From an optimization exercise on the open Yosys and OpenROAD flow, aimed at small area and a short achievable clock period; shortcuts taken in it are not production practice. Only simulation tests tie the RTL to the original design; equivalence was not proved.

`flow/config.mk`:
```
export PLATFORM = sky130hd
export DESIGN_NAME = Dot_product
export DESIGN_NICKNAME = Dot_product
export VERILOG_FILES = /design/flow/design.v
export SDC_FILE = /design/flow/constraint.sdc
export NUM_CORES = 4
export LEC_CHECK = 0
export CAP_MARGIN = 20
export CORE_MARGIN = 2
export CORE_UTILIZATION = 40
export SLEW_MARGIN = 20
```
`flow/constraint.sdc`:
```
create_clock -name core_clock -period 27.0 [get_ports {clk}]
set_input_delay 5.4000 -clock core_clock [delete_from_list [all_inputs] [get_ports {clk}]]
set_output_delay 5.4000 -clock core_clock [all_outputs]
set_load 0.01 [all_outputs]
```
`flow/design.v`:
```
module Multiplier_unit	(
					input a,Sin,Cin,
					input b,
					output Sout,Cout
					);
	full_adder block0(.a(Sin),.b(a&b),.Cin(Cin),.Sout(Sout),.Cout(Cout));
endmodule 
module full_adder(
						input a,b,Cin,
						output Sout,Cout
					  );
		assign Sout = ((a^b)^Cin);
		assign Cout = (a&b)|((a^b)&Cin);
endmodule 
module Multiplier(
	input			[15:0]	A,
	input			[15:0]	B,
	output	   [31:0]   OUT
);
wire [16:-1][16:-1] Sout,Cout;
wire [15:0]cout;
genvar i,j; 
generate 
		for(i=0;i<16;i++)
		begin : row
			Multiplier_unit bits(.a(A[i]), .b(B[0]), .Sin(Sout[i][-1]), .Cin(0)            , .Sout(Sout[i][0]), .Cout(Cout[i][0]));
			assign Sout[i][-1]=0;
		end
	for(j=1;j<16;j++)
	begin : columns
		for(i=0;i<15;i++)
		begin : rows
			Multiplier_unit bits(.a(A[i]), .b(B[j]), .Sin(Sout[i+1][j-1]), .Cin(Cout[i][j-1])  , .Sout(Sout[i][j]), .Cout(Cout[i][j]));
		end
	end
		for(j=1;j<16;j++)
		begin : column
			Multiplier_unit bits(.a(A[15]), .b(B[j]), .Sin(0), .Cin(Cout[15][j-1]) , .Sout(Sout[15][j]), .Cout(Cout[15][j]));
			assign Sout[16][j]=0;
		end		 
		for(i=0;i<16;i++) 
		begin: as
			assign OUT[i]=Sout[0][i];
		end
		full_adder merge0(.a(Sout[1][15]), .b(Cout[0][15]), .Cin(1'b0), .Sout(OUT[16]), .Cout(cout[0]));
		for(i=1;i<16;i++) 
		begin: merge
			full_adder fa(.a(Sout[i+1][15]), .b(Cout[i][15]), .Cin(cout[i-1]), .Sout(OUT[i+16]), .Cout(cout[i]));
		end
endgenerate 
endmodule 
	module full_adder_1_bit(a,b,sum_dif,p,g,cin,add_sub);
				input a,b,cin,add_sub;
				output sum_dif,p,g;
				wire B;
				assign B = b ^ add_sub ;
				assign g = a & B ;
				assign p = a ^ B ;
				assign sum_dif =  a ^ B ^ cin ;
	endmodule
module carry_block_4bits(cin,p,g,carry_in,cout,P);		 
				output		[3:0] cin ;
				input 		 carry_in ;
				input  [3:0] p , g ;
				output 		 cout, P ;
				assign cin[0] = carry_in ;   						 
				assign cin[1] = ( cin[0] & p[0] ) | g[0] ; 	 
				assign cin[2] = ( cin[1] & p[1] ) | g[1] ;  	 
				assign cin[3] = ( cin[2] & p[2] ) | g[2] ;  	 
				assign cout   = ( cin[3] & p[3] ) | g[3] ;  	 
				assign P      = p[0] & p[1] & p[2] & p[3] ; 	 
	endmodule
		module FA_4bits(a,b,sum_dif,carry_in,cout,P,add_sub);
				input  [3:0] a , b ;
				wire   [3:0] cin , p , g ;
				input        carry_in , add_sub;
				output [3:0] sum_dif ;
				output       cout , P ;
							full_adder_1_bit FA_0 (a[0],b[0],sum_dif[0],p[0],g[0],cin[0],add_sub);
							full_adder_1_bit FA_1 (a[1],b[1],sum_dif[1],p[1],g[1],cin[1],add_sub);
							full_adder_1_bit FA_2 (a[2],b[2],sum_dif[2],p[2],g[2],cin[2],add_sub);
							full_adder_1_bit FA_3 (a[3],b[3],sum_dif[3],p[3],g[3],cin[3],add_sub);
			carry_block_4bits CLA_4bits_0(cin[3:0],p[3:0],g[3:0],carry_in,cout,P);
		endmodule
		module Adder(a,b,sum_dif,carry_in,C,V,add_sub);	 
				input  [31:0] a , b ;  
				wire   [7:0] cin , p ,g ;		 
				wire   [1:0] Cin;			 
				input  	carry_in , add_sub;
				output [31:0] sum_dif ;
				wire [1:0]  P, G;
				output C,V; 
				FA_4bits block0(a[3:0],b[3:0],sum_dif[3:0],cin[0],g[0],p[0],add_sub);
				FA_4bits block1(a[7:4],b[7:4],sum_dif[7:4],cin[1],g[1],p[1],add_sub);
				FA_4bits block2(a[11:8],b[11:8],sum_dif[11:8],cin[2],g[2],p[2],add_sub);
				FA_4bits block3(a[15:12],b[15:12],sum_dif[15:12],cin[3],g[3],p[3],add_sub);
				carry_block_4bits CLA_4bits_1(cin[3:0],p[3:0],g[3:0],Cin[0],G[0],P[0]); 
				FA_4bits block4(a[19:16],b[19:16],sum_dif[19:16],cin[4],g[4],p[4],add_sub);
				FA_4bits block5(a[23:20],b[23:20],sum_dif[23:20],cin[5],g[5],p[5],add_sub);
				FA_4bits block6(a[27:24],b[27:24],sum_dif[27:24],cin[6],g[6],p[6],add_sub);
				FA_4bits block7(a[31:28],b[31:28],sum_dif[31:28],cin[7],g[7],p[7],add_sub);
				carry_block_4bits CLA_4bits_2(cin[7:4],p[7:4],g[7:4],Cin[1],G[1],P[1]); 
				assign  Cin[0]  = carry_in ;
				assign  Cin[1]  = ( Cin[0] & P[0] ) | G[0] ; 
				assign  C 	 	 = ( Cin[1] & P[1] ) | G[1] ;
				assign V = C^g[6];  
		endmodule
module Register_(Q,D,Data_RW,clk); 
		input D;
		input clk,Data_RW;
		output reg Q;
		generate 
		always @ ( posedge clk )
			begin
			if(Data_RW)
					Q <= D;
				end
		endgenerate
endmodule 
module Register(D,Data_RW,data_out,select,clk); 
		input [15:0]D;
		input [3:0]select;
		input Data_RW,clk; 
		output[8:0][15:0]data_out;
		wire [8:0][15:0]Q;
		wire [8:0]decode,clock;
		wire [15:0][8:0]mux_;
		decoder_4bits deco(.sel(select),.out_put(decode));
		genvar i,j;	
		generate 
		for(j=0;j<9;j++)
		begin : wiring_address
			for(i=0;i<16;i++)
			begin : wiring_width
					Register_ cell_(Q[j][i],D[i],decode[j]&Data_RW,clk);
			end 
		end
		assign data_out=Q;
		endgenerate
endmodule 
module Register_32bits(D,Data_RW,select,clk,out); 
		input [31:0]D;
		input [3:0]select;
		input Data_RW,clk; 
		wire [8:0][31:0]Q;
		wire [8:0]decode;
		output[8:0][31:0] out;
		decoder_4bits deco(.sel(select),.out_put(decode));
		genvar i,j;	
		generate 
		for(j=0;j<9;j++)
		begin : wiring_address
		for(i=0;i<32;i++)
			begin : wiring_width
					Register_ cell_(Q[j][i],D[i],decode[j]&~Data_RW,clk);
			end 
			assign out[j][31:0]=Q[j][31:0];
		end
		endgenerate
endmodule 
module decoder_4bits(sel,out_put);
		input [3:0]sel;
		output [8:0]out_put;
					assign out_put[0]=~sel[3]&~sel[2]&~sel[1]&~sel[0];
					assign out_put[1]=~sel[3]&~sel[2]&~sel[1]&sel[0];
					assign out_put[2]=~sel[3]&~sel[2]&sel[1]&~sel[0];
					assign out_put[3]=~sel[3]&~sel[2]&sel[1]&sel[0];
					assign out_put[4]=~sel[3]&sel[2]&~sel[1]&~sel[0];
					assign out_put[5]=~sel[3]&sel[2]&~sel[1]&sel[0];
					assign out_put[6]=~sel[3]&sel[2]&sel[1]&~sel[0];
					assign out_put[7]=~sel[3]&sel[2]&sel[1]&sel[0];
					assign out_put[8]=sel[3]&~sel[2]&~sel[1]&~sel[0];
endmodule
module MUX_9_to_1bits(in_put,sel,final_out);
		input[3:0]sel;
		input[8:0] in_put;
		wire [8:0]out_put;
		output final_out;
					assign out_put[0]=in_put[0]&~sel[3]&~sel[2]&~sel[1]&~sel[0];
					assign out_put[1]=in_put[1]&~sel[3]&~sel[2]&~sel[1]&sel[0];
					assign out_put[2]=in_put[2]&~sel[3]&~sel[2]&sel[1]&~sel[0];
					assign out_put[3]=in_put[3]&~sel[3]&~sel[2]&sel[1]&sel[0];
					assign out_put[4]=in_put[4]&~sel[3]&sel[2]&~sel[1]&~sel[0];
					assign out_put[5]=in_put[5]&~sel[3]&sel[2]&~sel[1]&sel[0];
					assign out_put[6]=in_put[6]&~sel[3]&sel[2]&sel[1]&~sel[0];
					assign out_put[7]=in_put[7]&~sel[3]&sel[2]&sel[1]&sel[0];
					assign out_put[8]=in_put[8]&sel[3]&~sel[2]&~sel[1]&~sel[0];
			assign final_out = out_put[0]|out_put[1]|out_put[2]|out_put[3]|out_put[4]|out_put[5]|out_put[6]|out_put[7]|out_put[8];	
		endmodule
module FSM(clk,reset,d,sel,en); 
input   clk,reset,en;
output [3:0] d,sel;
reg [3:0] Q;
wire [3:0] b;
		always @ ( posedge clk or posedge reset )
			begin
				if(reset)
					Q <= 4'd0;
				else if(en)
					Q <= (Q==4'd8) ? 4'd0 : Q+4'd1;
			end
		assign sel=Q;
		assign b=Q;
		assign d[3]=(b[3]&~b[2]&~b[1]&~b[0])|(~b[3]&b[2]&b[1]);
		assign d[2]=(~b[3]&~b[2]&b[1]&b[0])|(~b[3]&b[2]&~b[1]);
		assign d[1]=(~b[3]&~b[2]&b[1]&~b[0])|(~b[3]&b[2]&~b[1]&b[0])|(b[3]&~b[2]&~b[1]&~b[0]);
		assign d[0]=(~b[3]&~b[2]&~b[1]&b[0])|(~b[3]&b[2]&~b[1]&~b[0])|(~b[3]&b[2]&b[1]&b[0]);
endmodule 
module 	one_hot(clk,reset,en,state); 
input 	clk,reset,en;
output 	[1:0]state;
reg Q;
		always @ ( posedge clk or posedge reset )
			begin
				if(reset)
					Q <= 1'b0;
				else if(en)
					Q <= ~Q;
			end
		assign state[0] = ~Q;
		assign state[1] = Q;
endmodule
module Dot_product(in,clk,reset,en,out,sel,done,ready);          
	input clk,reset,en;
	input [31:0]in;
	wire 	[3:0]d,sel_wire,d_wire;
	output [3:0]sel;
	wire fsm_done;
	output [31:0] out;
	output ready,done;
	wire data_RW;
	wire [1:0]state_temp;
	assign data_RW=ready;
		assign sel_wire[0] = sel[0]&data_RW;
		assign sel_wire[1] = sel[1]&data_RW;
		assign sel_wire[2] = sel[2]&data_RW;
		assign sel_wire[3] = sel[3]&data_RW;
		assign d_wire[3]=d[3]&~data_RW;
		assign d_wire[2]=d[2]&~data_RW;
		assign d_wire[1]=d[1]&~data_RW;
		assign d_wire[0]=d[0]&~data_RW;
		assign fsm_done = sel[3]&~sel[2]&~sel[1]&~sel[0]&en;  
		assign ready=state_temp[0];
		assign done=state_temp[1];
		FSM fsm(
									.clk(clk),
									.reset(reset),
									.d(d),
									.sel(sel),
									.en(en)
				 ); 
		one_hot one( 
					.clk(clk),
					.en(fsm_done),
					.reset(reset),
					.state(state_temp)
				 );
		Dot_product_ dot(
									.in(in),
									.sel(d_wire),
									.mem_sel(sel_wire),
									.data_RW(data_RW),
									.clk(clk),
									.out(out)
						     );
endmodule  
 module Dot_product_(
									in,
									sel,
									mem_sel,
									data_RW,
									clk,
									out
						      );
	input [31:0]in;							
	wire  [1:0][15:0]			data_in;
	input 						data_RW,clk; 
	wire  [8:0][15:0]			left_data_out,right_data_out;
	input [3:0] 				sel; 
	input [3:0] 				mem_sel;
	output[31:0]				out;
	wire  [5:0][15:0]			transfer;
	wire  [15:0][5:0]			transfer_rev;
	wire 	[15:0][17:0]		in_wire_rev;
	wire 	[17:0][15:0]		in_wire;
		assign data_in[1][15:0]=in[31:16];
		assign data_in[0][15:0]=in[15:0];
      Register left( 
								.D(data_in[1][15:0]),
								.Data_RW(data_RW),
								.data_out(left_data_out),
								.select(mem_sel),
								.clk(clk)
						 ); 
		Register right( 
								.D(data_in[0][15:0]),
								.Data_RW(data_RW),
								.data_out(right_data_out),
								.select(mem_sel),
								.clk(clk)
						  );
		genvar i,j;
		generate
		for(j=0;j<16;j++)
		begin : block_rev
				for(i=0;i<6;i++)
				begin : block
					assign transfer[i][j] = transfer_rev[j][i];
				end
		end
		for(j=0;j<18;j++)
		begin : block_rev_
				for(i=0;i<16;i++)
				begin : block_
					assign in_wire_rev[i][j] = in_wire[j][i];
				end
		end
		for(j=0;j<16;j++)
		begin : block
					slot_scan slot(
											.in(in_wire_rev[j][17:0]),
											.out(transfer_rev[j][5:0]),
											.sel(sel)
									  );
		end
			for(j=0;j<9;j++)
			begin : wiring
				assign in_wire[j][15:0]=left_data_out[j][15:0];
				assign in_wire[j+9][15:0]=right_data_out[j][15:0];
		end
		endgenerate
		Dot_product_single_slot S_1(	
												.a(transfer[5][15:0]),
												.b(transfer[2][15:0]),
												.c(transfer[4][15:0]),
												.d(transfer[1][15:0]),
												.e(transfer[3][15:0]),
												.f(transfer[0][15:0]),
												.x(out)
											);
endmodule  
module Dot_product_single_slot(a,b,c,d,e,f,x);
	input [15:0] a,b,c,d,e,f; 
	output[31:0] x; 
	wire 	[31:0] OUT_1,OUT_2,OUT_3,OUT_4,OUT_5;
			Multiplier M_1(.A(a),.B(b),.OUT(OUT_1));
			Multiplier M_2(.A(c),.B(d),.OUT(OUT_2));
			Multiplier M_3(.A(e),.B(f),.OUT(OUT_3));
			Adder A_1(.a(OUT_1),.b(OUT_2),.sum_dif(OUT_4),.carry_in(0),.C(),.V(),.add_sub(0));
			Adder A_2(.a(OUT_3),.b(OUT_4),.sum_dif(OUT_5),.carry_in(0),.C(),.V(),.add_sub(0));
	assign x = OUT_5;		
endmodule
	module mux_ALU_select_3_to_1_functions(slot,out,sel);
		input [2:0] slot;
		input [1:0] sel;
		wire [2:0]outlet;
		output out;
				assign outlet[2] 	= slot[2] & (~sel[1]) & (~sel[0]);                 
				assign outlet[1] 	= slot[1] & (~sel[1]) & (sel[0]);
				assign outlet[0] 	= slot[0] & (sel[1]) & (~sel[0]);
				assign out = outlet[0]|outlet[1]|outlet[2];
	endmodule
	module	slot_scan(in,out,sel);
		input [17:0]in;
		input [3:0]sel;
		output[5:0]out;
		wire [17:0]in_wire;
		assign in_wire[17]=in[17]; 
		assign in_wire[16]=in[14]; 
		assign in_wire[15]=in[11];
		assign in_wire[14]=in[16]; 
		assign in_wire[13]=in[13]; 
		assign in_wire[12]=in[10]; 
		assign in_wire[11]=in[15]; 
		assign in_wire[10]=in[12]; 
		assign in_wire[9]=in[9]; 
		assign in_wire[8]=in[8]; 
		assign in_wire[7]=in[7]; 
		assign in_wire[6]=in[6];
		assign in_wire[5]=in[5]; 
		assign in_wire[4]=in[4]; 
		assign in_wire[3]=in[3]; 
		assign in_wire[2]=in[2]; 
		assign in_wire[1]=in[1]; 
		assign in_wire[0]=in[0]; 
		genvar i,j;
			generate
			for(j=0;j<2;j++)
				begin : matrix_
					mux_ALU_select_3_to_1_functions Mux_1(.slot(in_wire[8+(j*9):6+(j*9)]),.out(out[2+(j*3)]),.sel(sel[(j*2)+1:(j*2)]));
					mux_ALU_select_3_to_1_functions Mux_2(.slot(in_wire[5+(j*9):3+(j*9)]),.out(out[1+(j*3)]),.sel(sel[(j*2)+1:(j*2)]));
					mux_ALU_select_3_to_1_functions Mux_3(.slot(in_wire[2+(j*9):0+(j*9)]),.out(out[0+(j*3)]),.sel(sel[(j*2)+1:(j*2)]));
				end
			endgenerate
	endmodule
```
`flow/run.sh`:
```
#!/bin/bash
# synth_recipe.tcl (not shown) runs the flow's synth.tcl, then flattens the netlist and writes it again
# the make line also repeats each setting of config.mk as NAME=value (left out here)
make -C /OpenROAD-flow-scripts/flow DESIGN_CONFIG=/design/flow/config.mk WORK_HOME=/design/flow/orfs CLKGATE_MAP_FILE= SYNTH_SCRIPT=/design/flow/synth_recipe.tcl finish
```
==> run notes <==
==> critical path: cells and delay by family (launching register included) <==
kind | cells | cell delay [ps]
XOR/XNOR | 3 | 680
AND/OR/NAND/NOR | 4 | 980
multiplexers | 2 | 590
flip-flops | 1 | 620
AO/OA/AOI/OAI | 6 | 1490
buffers and inverters | 4 | 1000
adder cells (fa/ha/maj) | 32 | 14490
==> cell families after synthesis <==
group / count (synthesis)
AO/OA/AOI/OAI: 76
XOR/XNOR: 7
adder cells (fa/ha/maj): 832
buffers and inverters: 581
flip-flops: 293
multiplexers: 93
AND/OR/NAND/NOR: 926
==> cell usage after synthesis (all sizes together), types with 3 or more instances <==
cell	number
nand3	3
ha	100
or3	3
nor2b	10
edfxtp	288
or2	36
inv	416
fa	732
nand2	59
clkbuf	47
buf	118
mux2i	47
nand2b	57
nand4	9
mux2	46
xnor2	5
o21a	4
o21ai	5
a21oi	6
dfrtp	5
nor2	735
nor3	3
a221o	46
==> sequential cells by signal, summed over array words and instances (netlist names) <==
name and flops:
fsm.Q 4, one.Q 1, dot.right.wiring_address.wiring_width.cell_.Q 144, dot.left.wiring_address.wiring_width.cell_.Q 144
==> final cells by class <==
class,instances,area [um2]
fillers,7515,46100
well taps,1070,1340
inverters,416,1560
diodes,2,5.00
repair buffers,145,1340
clock buffers,32,673
multi-input cells,1934,21600
clock inverters,14,171
flip-flops and latches,293,8770
==> layer usage <==
layer	vias up	global-route usage
met4	0	0.0455
met2	530	0.324
met5	-	0
li1	8561	-
met3	84	0.0302
met1	10700	0.258
==> worst paths after layout <==
check                                startpoint                                                      endpoint  slack [ps]
hold / removal             fsm.Q[3]$_DFFE_PP0P_                                          fsm.Q[3]$_DFFE_PP0P_         820
min in group asynchronous                 reset                                             one.Q$_DFFE_PP0P_        5040
hold reg to reg            fsm.Q[3]$_DFFE_PP0P_                                          fsm.Q[3]$_DFFE_PP0P_         820
setup / recovery           fsm.Q[2]$_DFFE_PP0P_                                                       out[31]        1150
setup reg to reg           fsm.Q[1]$_DFFE_PP0P_  dot.left.wiring_address[7].wiring_width[4].cell_.Q$_DFFE_PP_       24620
max in group asynchronous                 reset                                          fsm.Q[2]$_DFFE_PP0P_       21770
==> through the flow <==
| stage | hold WS, ps | instances |
|---|---|---|
| after global routing | 862 | 3904 |
| after floorplan | 738 | 2808 |
| after detailed placement | 796 | 3856 |
| final | 822 | 3906 |
| after global placement | 768 | 3852 |
| after CTS | 812 | 3902 |
==> results by group <==
Route
  – Vias: 19900
  – Met1 wire length: 33500 um
  – # DRC: 0
  – Average wire per standard cell: 20.1 um
  – 1st-iter DRT viols: 1388
  – DR vias/cell: 5.08
  – WL final: 78500 um
  – Met3 WL: 5050 um
  – DR top layer: met4
  – DR WL met2: 38100 um
  – DRT antenna net count: 0
  – Drt pass-1 iters: 5

CTS
  – Worst-Skew Late Latency: 550 ps
  – CTS Hold Bufs: 0
  – CTS Buffer Depth: 3
  – CTS tree: built
  – Clk pin slew, worst setup/hold paths: 70 ps
  – Post-CTS setup buffers: 0
  – # resized after CTS: 0
  – Root Driver: clkbuf_16
  – Number of buffers created by CTS: 26
  – CTS sink count: 293
  – H-tree levels: 1

Timing
  – Final hold vios: 0
  – Worst-margin pin slew: 1170 ps
  – Final Worst Setup Slack: 1150 ps
  – Setup Viol. Count Final: 0
  – Fin crit period: 25850 ps
  – Final slew viol count: 0
  – Slew HR: 0.208
  – RSZ-0062 raised after global routing: false
  – Sum of negative setup slack: 0 ps
  – Layout Skew: 19.7 ps
  – Fmax: 38.7 MHz
  – Period Utilization, post-route: 0.957

Logic synthesis
  – Register area share after synthesis: 0.267
  – Fraction of registers with async set/reset: 0.0171
  – Post-synth EDFFs: 288
  – Share of the synthesized area in the top cell type: 0.447
  – Yosys top cell by area: fa_1
  – #FFs+latches synth: 293
  – Top_reg_cell synth: edfxtp_1
  – Post-Syn Instances: 2808
  – Syn Area/Cell: 11.7 um2
  – Ranking of synthesized cells by area: fa_1 45%, edfxtp_1 26%, nor2_1 8.4%
  – Post-synthesis compound-gate area fraction: 0.0224
  – Post-Synth XOR/XNOR Area: 0.00187
  – Main combinational cell family by area after synthesis: adder cells
  – Post-Syn Area: 32800 um2
  – Simple-gate share of the synthesized area: 0.117
  – Synth warnings: 38
  – Yosys cell types: 47
  – Multiplexer share of the synthesized area: 0.0301
  – Synth Net Count: 3675
  – Adder-cell share of the synthesized area: 0.485

Min path
  – Hold path depth: 1
  – Min-Delay Path Class: flip-flop to flip-flop

Placed design
  – Dpl ws: 1560 ps
  – Placed Area: 34600 um2
  – RePlAce Congestion: 0.861
  – Hpwl dp: 63500 um
  – Port Buffer Count: 72

Layout
  – Area grow syn2layout: 8.14%
  – Util after Layout: 0.435
  – Share of post-route cells with drive strength above 1: 0.0642
  – Most frequent cells in the layout: 732 x fa_1, 727 x nor2_1, 416 x inv_1
  – Finished Cell Area: 35500 um2
  – Final #Nets: 3683
  – Commonest non-fill, non-tap cell in the layout: fa_1

GRT
  – Total gr overflow: 0
  – Initial antenna violation count: 9
  – Largest net degree at the start of global routing: 49
  – First-pass GRT wire length: 124000 um
  – Vias in the first global route: 21800
  – Gr usage total: 0.191

Worst setup path
  – Req. time, crit path: 21600 ps
  – Reg2Reg Depth: 4
  – Delay of the slowest cell on the worst path: 680 ps
  – Largest fanout on the critical path: 21
  – CP dominant cell by count: fa_1
  – Slowest cell on crit path: or4b_4
  – CP Launch Type: flip-flop
  – CP arrival: 20450 ps
  – CP endpoint kind: output pin
  – CP Class: flip-flop to output pin

Die
  – Starting Density: 0.402
  – DIE HEIGHT: 290 um
  – Die area: 84300 um2
  – Row count: 105
  – Die Span X: 290 um
  – Core area: 81600 um2
  – Ports: 73

Run status
  – Status: complete, no violations

Flow run
  – Max-Cap Viols: 0

-- afterwards: timing with drivers on the ports --
No port has a modelled driver above. Below, the same layout with a new extraction and two added sets of constraints. Step 1 sets driving cells, clkbuf_16 on the clock port and buf_2 on the other inputs (assumed; they add their load-dependent delay and slew). Step 2 also shifts input and output timing later by t, the mid clock arrival at the registers, as if the neighbouring blocks saw the same clock. Three values: ideal, step 1, step 2; two values: the first two.
t, ns: 0.587
slack for setup (ns): 1.154 / 1.108 / 1.695
hold WS [ns]: 0.822 / 0.822 / 0.822
worst data-port slew with drivers (ns): 0.08
pins driven straight from the clock port: 1
After both steps setup and hold are still met in this run. The setup slack of this run moves by -0.046 ns with the drivers and by +0.541 ns with both steps.
